Source: an optimization exercise on an open RTL-to-GDS flow (aim: small area). Production flows keep margins and buffers that such runs may drop.
At most, simulation tests tie the RTL to the original design; equivalence was not proved.
Power is estimated from default activity; no workload was simulated.

==> 09-15: inputs <==
==> flow/design.v <==
`timescale 1ns / 1ps
module SelectionOfAvatar(
	input [1:0] mode,
	input [5:0] userID,
	input [1:0] candidate,
	input CLK,
	input rst,  
	output reg [1:0] ballotBoxId,
	output reg [5:0] numberOfRegisteredVoters,
	output reg [5:0] numberOfVotesWinner,
	output reg [1:0] WinnerId,
	output reg AlreadyRegistered,
	output reg AlreadyVoted,
	output reg NotRegistered,
	output reg VotingHasNotStarted,
	output reg RegistrationHasEnded
	);
    reg [63:0] registered;
    reg [63:0] voted;
    reg [6:0] cnt;       
    reg [1:0] ph;        
    reg [6:0] v0, v1, v2, v3;
    wire last = (cnt == 7'd100);
    wire inReg  = (ph == 2'd0) & ~last;
    wire inVote = ((ph == 2'd0) & last) | ((ph == 2'd1) & ~last);
    wire inRes  = ~inReg & ~inVote;
    wire isReg = registered[userID];
    wire isVoted = voted[userID];
    wire doReg  = inReg & (mode == 2'd0) & ~isReg;
    wire doVote = inVote & (mode == 2'd1) & isReg & ~isVoted;
    wire        g01 = v1 > v0;
    wire [6:0]  m01 = g01 ? v1 : v0;
    wire        g23 = v3 > v2;
    wire [6:0]  m23 = g23 ? v3 : v2;
    wire        gf  = m23 > m01;
    wire [6:0]  wv  = gf ? m23 : m01;
    wire [1:0]  wid = gf ? {1'b1, g23} : {1'b0, g01};
    always @(posedge CLK) begin
        if (rst) begin
            registered <= 64'd0;
            voted <= 64'd0;
            cnt <= 7'd0;
            ph <= 2'd0;
            v0 <= 7'd0; v1 <= 7'd0; v2 <= 7'd0; v3 <= 7'd0;
            ballotBoxId <= 2'd0;
            numberOfRegisteredVoters <= 6'd0;
            numberOfVotesWinner <= 6'd0;
            WinnerId <= 2'd0;
            AlreadyRegistered <= 1'b0;
            AlreadyVoted <= 1'b0;
            NotRegistered <= 1'b0;
            VotingHasNotStarted <= 1'b0;
            RegistrationHasEnded <= 1'b0;
        end else begin
            cnt <= last ? 7'd1 : cnt + 7'd1;
            if (inVote) ph <= 2'd1;
            if (inRes) ph <= 2'd2;
            if (doReg) begin
                registered[userID] <= 1'b1;
                numberOfRegisteredVoters <= numberOfRegisteredVoters + 6'd1;
            end
            if (doVote) begin
                voted[userID] <= 1'b1;
                case (candidate)
                    2'd0: v0 <= v0 + 7'd1;
                    2'd1: v1 <= v1 + 7'd1;
                    2'd2: v2 <= v2 + 7'd1;
                    2'd3: v3 <= v3 + 7'd1;
                endcase
            end
            ballotBoxId <= inRes ? 2'd0 : userID[5:4];
            VotingHasNotStarted <= inReg & (mode == 2'd1);
            AlreadyRegistered <= inReg & (mode == 2'd0) & isReg;
            RegistrationHasEnded <= inVote & (mode == 2'd0);
            NotRegistered <= inVote & (mode == 2'd1) & ~isReg;
            AlreadyVoted <= inVote & (mode == 2'd1) & isReg & isVoted;
            numberOfVotesWinner <= inRes ? wv[5:0] : 6'd0;
            WinnerId <= inRes ? wid : 2'd0;
        end
    end
endmodule
==> flow/run.sh <==
#!/bin/bash
# synth_recipe.tcl (not shown) runs the flow's synth.tcl, then flattens the netlist and writes it again
# the make line also repeats each setting of config.mk as NAME=value (left out here)
make -C /OpenROAD-flow-scripts/flow DESIGN_CONFIG=/design/flow/config.mk WORK_HOME=/design/flow/orfs CLKGATE_MAP_FILE= SYNTH_SCRIPT=/design/flow/synth_recipe.tcl finish
==> flow/config.mk <==
export PLATFORM = sky130hd
export DESIGN_NAME = SelectionOfAvatar
export DESIGN_NICKNAME = SelectionOfAvatar
export VERILOG_FILES = /design/flow/design.v
export SDC_FILE = /design/flow/constraint.sdc
export NUM_CORES = 4
export LEC_CHECK = 0
export CAP_MARGIN = 20
export CORE_MARGIN = 2
export CORE_UTILIZATION = 40
export SLEW_MARGIN = 20
==> flow/constraint.sdc <==
create_clock -name core_clock -period 6.0 [get_ports {CLK}]
set_input_delay 1.2000 -clock core_clock [delete_from_list [all_inputs] [get_ports {CLK}]]
set_output_delay 1.2000 -clock core_clock [all_outputs]
set_load 0.01 [all_outputs]
==> 01-11 (differences from 09-15) <==
==> flow/design.v, changed modules only <==
module SelectionOfAvatar(
	input [1:0] mode,
	input [5:0] userID,
	input [1:0] candidate,
	input CLK,
	input rst,  
	output reg [1:0] ballotBoxId,
	output reg [5:0] numberOfRegisteredVoters,
	output [5:0] numberOfVotesWinner,
	output [1:0] WinnerId,
	output reg AlreadyRegistered,
	output reg AlreadyVoted,
	output reg NotRegistered,
	output reg VotingHasNotStarted,
	output reg RegistrationHasEnded
	);
    reg [63:0] nregistered;
    reg [63:0] nvoted;
    reg [6:0] lfsr;
    reg pv, pr;
    reg [5:0] v0, v1, v2, v3;
    reg [1:0] lead;
    wire last = (lfsr == 7'd22);    
    wire inReg  = ~pv & ~last;
    wire inVote = (~pv & last) | (pv & ~pr & ~last);
    wire inRes  = pr | (pv & last);
    wire [7:0] colr = 8'd1 << userID[2:0];
    wire [7:0] rowr = 8'd1 << userID[5:3];
    wire [7:0] rr, vr;
    genvar gr;
    generate for (gr = 0; gr < 8; gr = gr + 1) begin : rd
        assign rr[gr] = |(~nregistered[gr*8 +: 8] & colr);
        assign vr[gr] = |(~nvoted[gr*8 +: 8] & colr);
    end endgenerate
    wire isReg = |(rr & rowr);
    wire isVoted = |(vr & rowr);
    wire doReg  = inReg & (mode == 2'd0) & ~isReg;
    wire doVote = inVote & (mode == 2'd1) & isReg & ~isVoted;
    reg [5:0] vsel, vlead;
    always @* case (candidate)
        2'd0: vsel = v0;
        2'd1: vsel = v1;
        2'd2: vsel = v2;
        default: vsel = v3;
    endcase
    always @* case (lead)
        2'd0: vlead = v0;
        2'd1: vlead = v1;
        2'd2: vlead = v2;
        default: vlead = v3;
    endcase
    wire [5:0] vinc = vsel + 6'd1;
    wire take = {vinc, candidate < lead} > {vlead, 1'b0};
    assign numberOfVotesWinner = pr ? vlead : 6'd0;
    assign WinnerId = pr ? lead : 2'd0;
    wire nrst = ~rst;
    wire [7:0] col = 8'd1 << userID[2:0];
    wire [7:0] row = 8'd1 << userID[5:3];
    wire setR = nrst & inReg & (mode == 2'd0);
    wire setV = nrst & inVote & (mode == 2'd1);
    wire [7:0] rowR = row & {8{setR}};
    wire [7:0] rowV = row & {8{setV}};
    genvar gi;
    generate for (gi = 0; gi < 64; gi = gi + 1) begin : tbl
        always @(posedge CLK) begin
            nregistered[gi] <= (nregistered[gi] | rst) & ~(rowR[gi/8] & col[gi%8]);
            nvoted[gi] <= (nvoted[gi] | rst) & ~(rowV[gi/8] & col[gi%8]);
        end
    end endgenerate
    always @(posedge CLK) begin
        if (rst) begin
            lfsr <= 7'd0;
            pv <= 1'b0;
            pr <= 1'b0;
            v0 <= 6'd0; v1 <= 6'd0; v2 <= 6'd0; v3 <= 6'd0;
            lead <= 2'd0;
            ballotBoxId <= 2'd0;
            numberOfRegisteredVoters <= 6'd0;
            AlreadyRegistered <= 1'b0;
            AlreadyVoted <= 1'b0;
            NotRegistered <= 1'b0;
            VotingHasNotStarted <= 1'b0;
            RegistrationHasEnded <= 1'b0;
        end else begin
            lfsr <= last ? 7'd1 : {lfsr[5:0], ~(lfsr[6] ^ lfsr[5])};
            if (last) pv <= 1'b1;
            if (inRes) pr <= 1'b1;
            if (doReg) begin
                numberOfRegisteredVoters <= numberOfRegisteredVoters + 6'd1;
            end
            if (doVote) begin
                if (take) lead <= candidate;
                case (candidate)
                    2'd0: v0 <= vinc;
                    2'd1: v1 <= vinc;
                    2'd2: v2 <= vinc;
                    2'd3: v3 <= vinc;
                endcase
            end
            ballotBoxId <= inRes ? 2'd0 : userID[5:4];
            VotingHasNotStarted <= inReg & (mode == 2'd1);
            AlreadyRegistered <= inReg & (mode == 2'd0) & isReg;
            RegistrationHasEnded <= inVote & (mode == 2'd0);
            NotRegistered <= inVote & (mode == 2'd1) & ~isReg;
            AlreadyVoted <= inVote & (mode == 2'd1) & isReg & isVoted;
        end
    end
endmodule
==> flow/flow/run.sh (new file) <==
#!/bin/bash
# Layout flow: the standard ORFS flow (standard.sh) with changes that only
# affect cell area:
#  - synthesis maps the logic with an area-oriented ABC script (flow/abc.script)
#    instead of ORFS's delay-oriented one; everything else in synthesis,
#    including the registers, is the standard synthesis;
#  - the port buffers are buf_1 cells;
#  - clock tree synthesis uses clkbuf_8 buffers and no dummy loads.
# Each tool's output is in standard.log and in ORFS's own logs under orfs/logs.
set -euo pipefail
W=$(pwd)
rm -rf "$W/scripts_abc"
cp -r "$FLOW_HOME/scripts" "$W/scripts_abc"
cp "$W/flow/abc.script" "$W/scripts_abc/abc_speed.script"
bash "$W/standard.sh" \
  "SCRIPTS_DIR=$W/scripts_abc" \
  "BUFFER_PORTS_ARGS=-buffer_cell sky130_fd_sc_hd__buf_1" \
  "CTS_ARGS=-sink_clustering_enable -repair_clock_nets -dont_use_dummy_load -buf_list sky130_fd_sc_hd__clkbuf_8" \
  finish > "$W/standard.log" 2>&1
==> flow/flow/abc.script (new file) <==
&get -n
&st
&deepsyn -T 60
&dch -f
&nf -R 1000
&put
==> flow/standard.sh (new file) <==
#!/bin/bash
# synth_recipe.tcl (not shown) runs the flow's synth.tcl, then flattens the netlist and writes it again
# the make line also repeats each setting of config.mk as NAME=value (left out here)
make -C /OpenROAD-flow-scripts/flow DESIGN_CONFIG=/design/flow/config.mk WORK_HOME=/design/flow/orfs CLKGATE_MAP_FILE= SYNTH_SCRIPT=/design/flow/synth_recipe.tcl "${@:-finish}"
removed: flow/run.sh
==> 08-16 (differences from 09-15) <==
==> flow/design.v, changed modules only <==
module SelectionOfAvatar(
	input [1:0] mode,
	input [5:0] userID,
	input [1:0] candidate,
	input CLK,
	input rst,  
	output reg [1:0] ballotBoxId,
	output reg [5:0] numberOfRegisteredVoters,
	output [5:0] numberOfVotesWinner,
	output [1:0] WinnerId,
	output reg AlreadyRegistered,
	output reg AlreadyVoted,
	output reg NotRegistered,
	output reg VotingHasNotStarted,
	output reg RegistrationHasEnded
	);
    reg [63:0] registered;
    reg [63:0] voted;
    reg [6:0] lfsr;
    reg pv, pr;
    reg [5:0] v0, v1, v2, v3;
    reg [1:0] lead;
    wire last = (lfsr == 7'd22);    
    wire inReg  = ~pv & ~last;
    wire inVote = (~pv & last) | (pv & ~pr & ~last);
    wire inRes  = pr | (pv & last);
    wire isReg = registered[userID];
    wire isVoted = voted[userID];
    wire doReg  = inReg & (mode == 2'd0) & ~isReg;
    wire doVote = inVote & (mode == 2'd1) & isReg & ~isVoted;
    reg [5:0] vsel, vlead;
    always @* case (candidate)
        2'd0: vsel = v0;
        2'd1: vsel = v1;
        2'd2: vsel = v2;
        default: vsel = v3;
    endcase
    always @* case (lead)
        2'd0: vlead = v0;
        2'd1: vlead = v1;
        2'd2: vlead = v2;
        default: vlead = v3;
    endcase
    wire [5:0] vinc = vsel + 6'd1;
    wire take = {vinc, candidate < lead} > {vlead, 1'b0};
    assign numberOfVotesWinner = pr ? vlead : 6'd0;
    assign WinnerId = pr ? lead : 2'd0;
    wire nrst = ~rst;
    wire [7:0] col = 8'd1 << userID[2:0];
    wire [7:0] row = 8'd1 << userID[5:3];
    wire setR = nrst & inReg & (mode == 2'd0);
    wire setV = nrst & inVote & (mode == 2'd1);
    wire [7:0] rowR = row & {8{setR}};
    wire [7:0] rowV = row & {8{setV}};
    genvar gi;
    generate for (gi = 0; gi < 64; gi = gi + 1) begin : tbl
        always @(posedge CLK) begin
            registered[gi] <= (registered[gi] & nrst) | (rowR[gi/8] & col[gi%8]);
            voted[gi] <= (voted[gi] & nrst) | (rowV[gi/8] & col[gi%8]);
        end
    end endgenerate
    always @(posedge CLK) begin
        if (rst) begin
            lfsr <= 7'd0;
            pv <= 1'b0;
            pr <= 1'b0;
            v0 <= 6'd0; v1 <= 6'd0; v2 <= 6'd0; v3 <= 6'd0;
            lead <= 2'd0;
            ballotBoxId <= 2'd0;
            numberOfRegisteredVoters <= 6'd0;
            AlreadyRegistered <= 1'b0;
            AlreadyVoted <= 1'b0;
            NotRegistered <= 1'b0;
            VotingHasNotStarted <= 1'b0;
            RegistrationHasEnded <= 1'b0;
        end else begin
            lfsr <= last ? 7'd1 : {lfsr[5:0], ~(lfsr[6] ^ lfsr[5])};
            if (last) pv <= 1'b1;
            if (inRes) pr <= 1'b1;
            if (doReg) begin
                numberOfRegisteredVoters <= numberOfRegisteredVoters + 6'd1;
            end
            if (doVote) begin
                if (take) lead <= candidate;
                case (candidate)
                    2'd0: v0 <= vinc;
                    2'd1: v1 <= vinc;
                    2'd2: v2 <= vinc;
                    2'd3: v3 <= vinc;
                endcase
            end
            ballotBoxId <= inRes ? 2'd0 : userID[5:4];
            VotingHasNotStarted <= inReg & (mode == 2'd1);
            AlreadyRegistered <= inReg & (mode == 2'd0) & isReg;
            RegistrationHasEnded <= inVote & (mode == 2'd0);
            NotRegistered <= inVote & (mode == 2'd1) & ~isReg;
            AlreadyVoted <= inVote & (mode == 2'd1) & isReg & isVoted;
        end
    end
endmodule
==> qor summary <==
item                                                            08-16       01-11       09-15
Clock-cell share                                               0.0687      0.0320      0.0595
Pwr/cell area                                              279 nW/µm²  255 nW/µm²  252 nW/µm²
Total of clock buffers placed in the layout                        19          17          18
Critical Path Stages                                               11          13           9
Effective utilization at floorplan                              0.409       0.412       0.405
Depth of the most critical reg-to-reg path                         10          14          16
Result of the run                            timing/DRC/antenna clean  timing/DRC/antenna clean  timing/DRC/antenna clean
WP buf/inv                                                          1           3           2
Per-cell routed wire length                                   17.4 µm     17.9 µm     18.8 µm
Overall track demand over capacity in global routing            0.185       0.188       0.209
Iteration-0 DRC count of the detailed router                      455         536         495
Part of the total power dissipated in combinational logic       0.049       0.045       0.069
Routed vias                                                     5,537       5,486       7,655
CP Data Required Time                                         6320 ps     6370 ps     6330 ps
For 01-11, only the layout was checked, not whether the RTL still works.

## port drivers added, routing unchanged
How much do the figures lean on ideal ports? The routed layouts below were timed once more, with nothing changed but the port constraints.
Step 1 assumes that a clkbuf_16 drives the clock port and a buf_2 every other input.
Step 2 moves the port delays by t, midway between the first and last clock arrival at a register: inputs arrive t later, outputs are due t later. That takes back most of the time a late clock gives input paths.
a / b / c = ideal / step 1 / step 2; a / b = the first two.
run | t (ns) | setup WS [ns] | hold slack, ns | worst setup path at the end | clock arrival spread, ns
09-15 | 0.475 | 1.248 / 1.271 / 0.796 | 0.456 / 0.456 / 0.456 | input to register | 0.015 / 0.015
01-11 | 0.485 | 1.460 / 1.470 / 0.984 | 0.457 / 0.457 / 0.457 | input to register | 0.026 / 0.025
08-16 | 0.473 | 1.775 / 1.795 / 1.323 | 0.446 / 0.446 / 0.446 | input to register | 0.009 / 0.009
After both steps every run listed still meets setup and hold. For 01-11, which loses most, drivers alone change the setup slack by +0.010 ns; drivers and shift together by -0.476 ns.
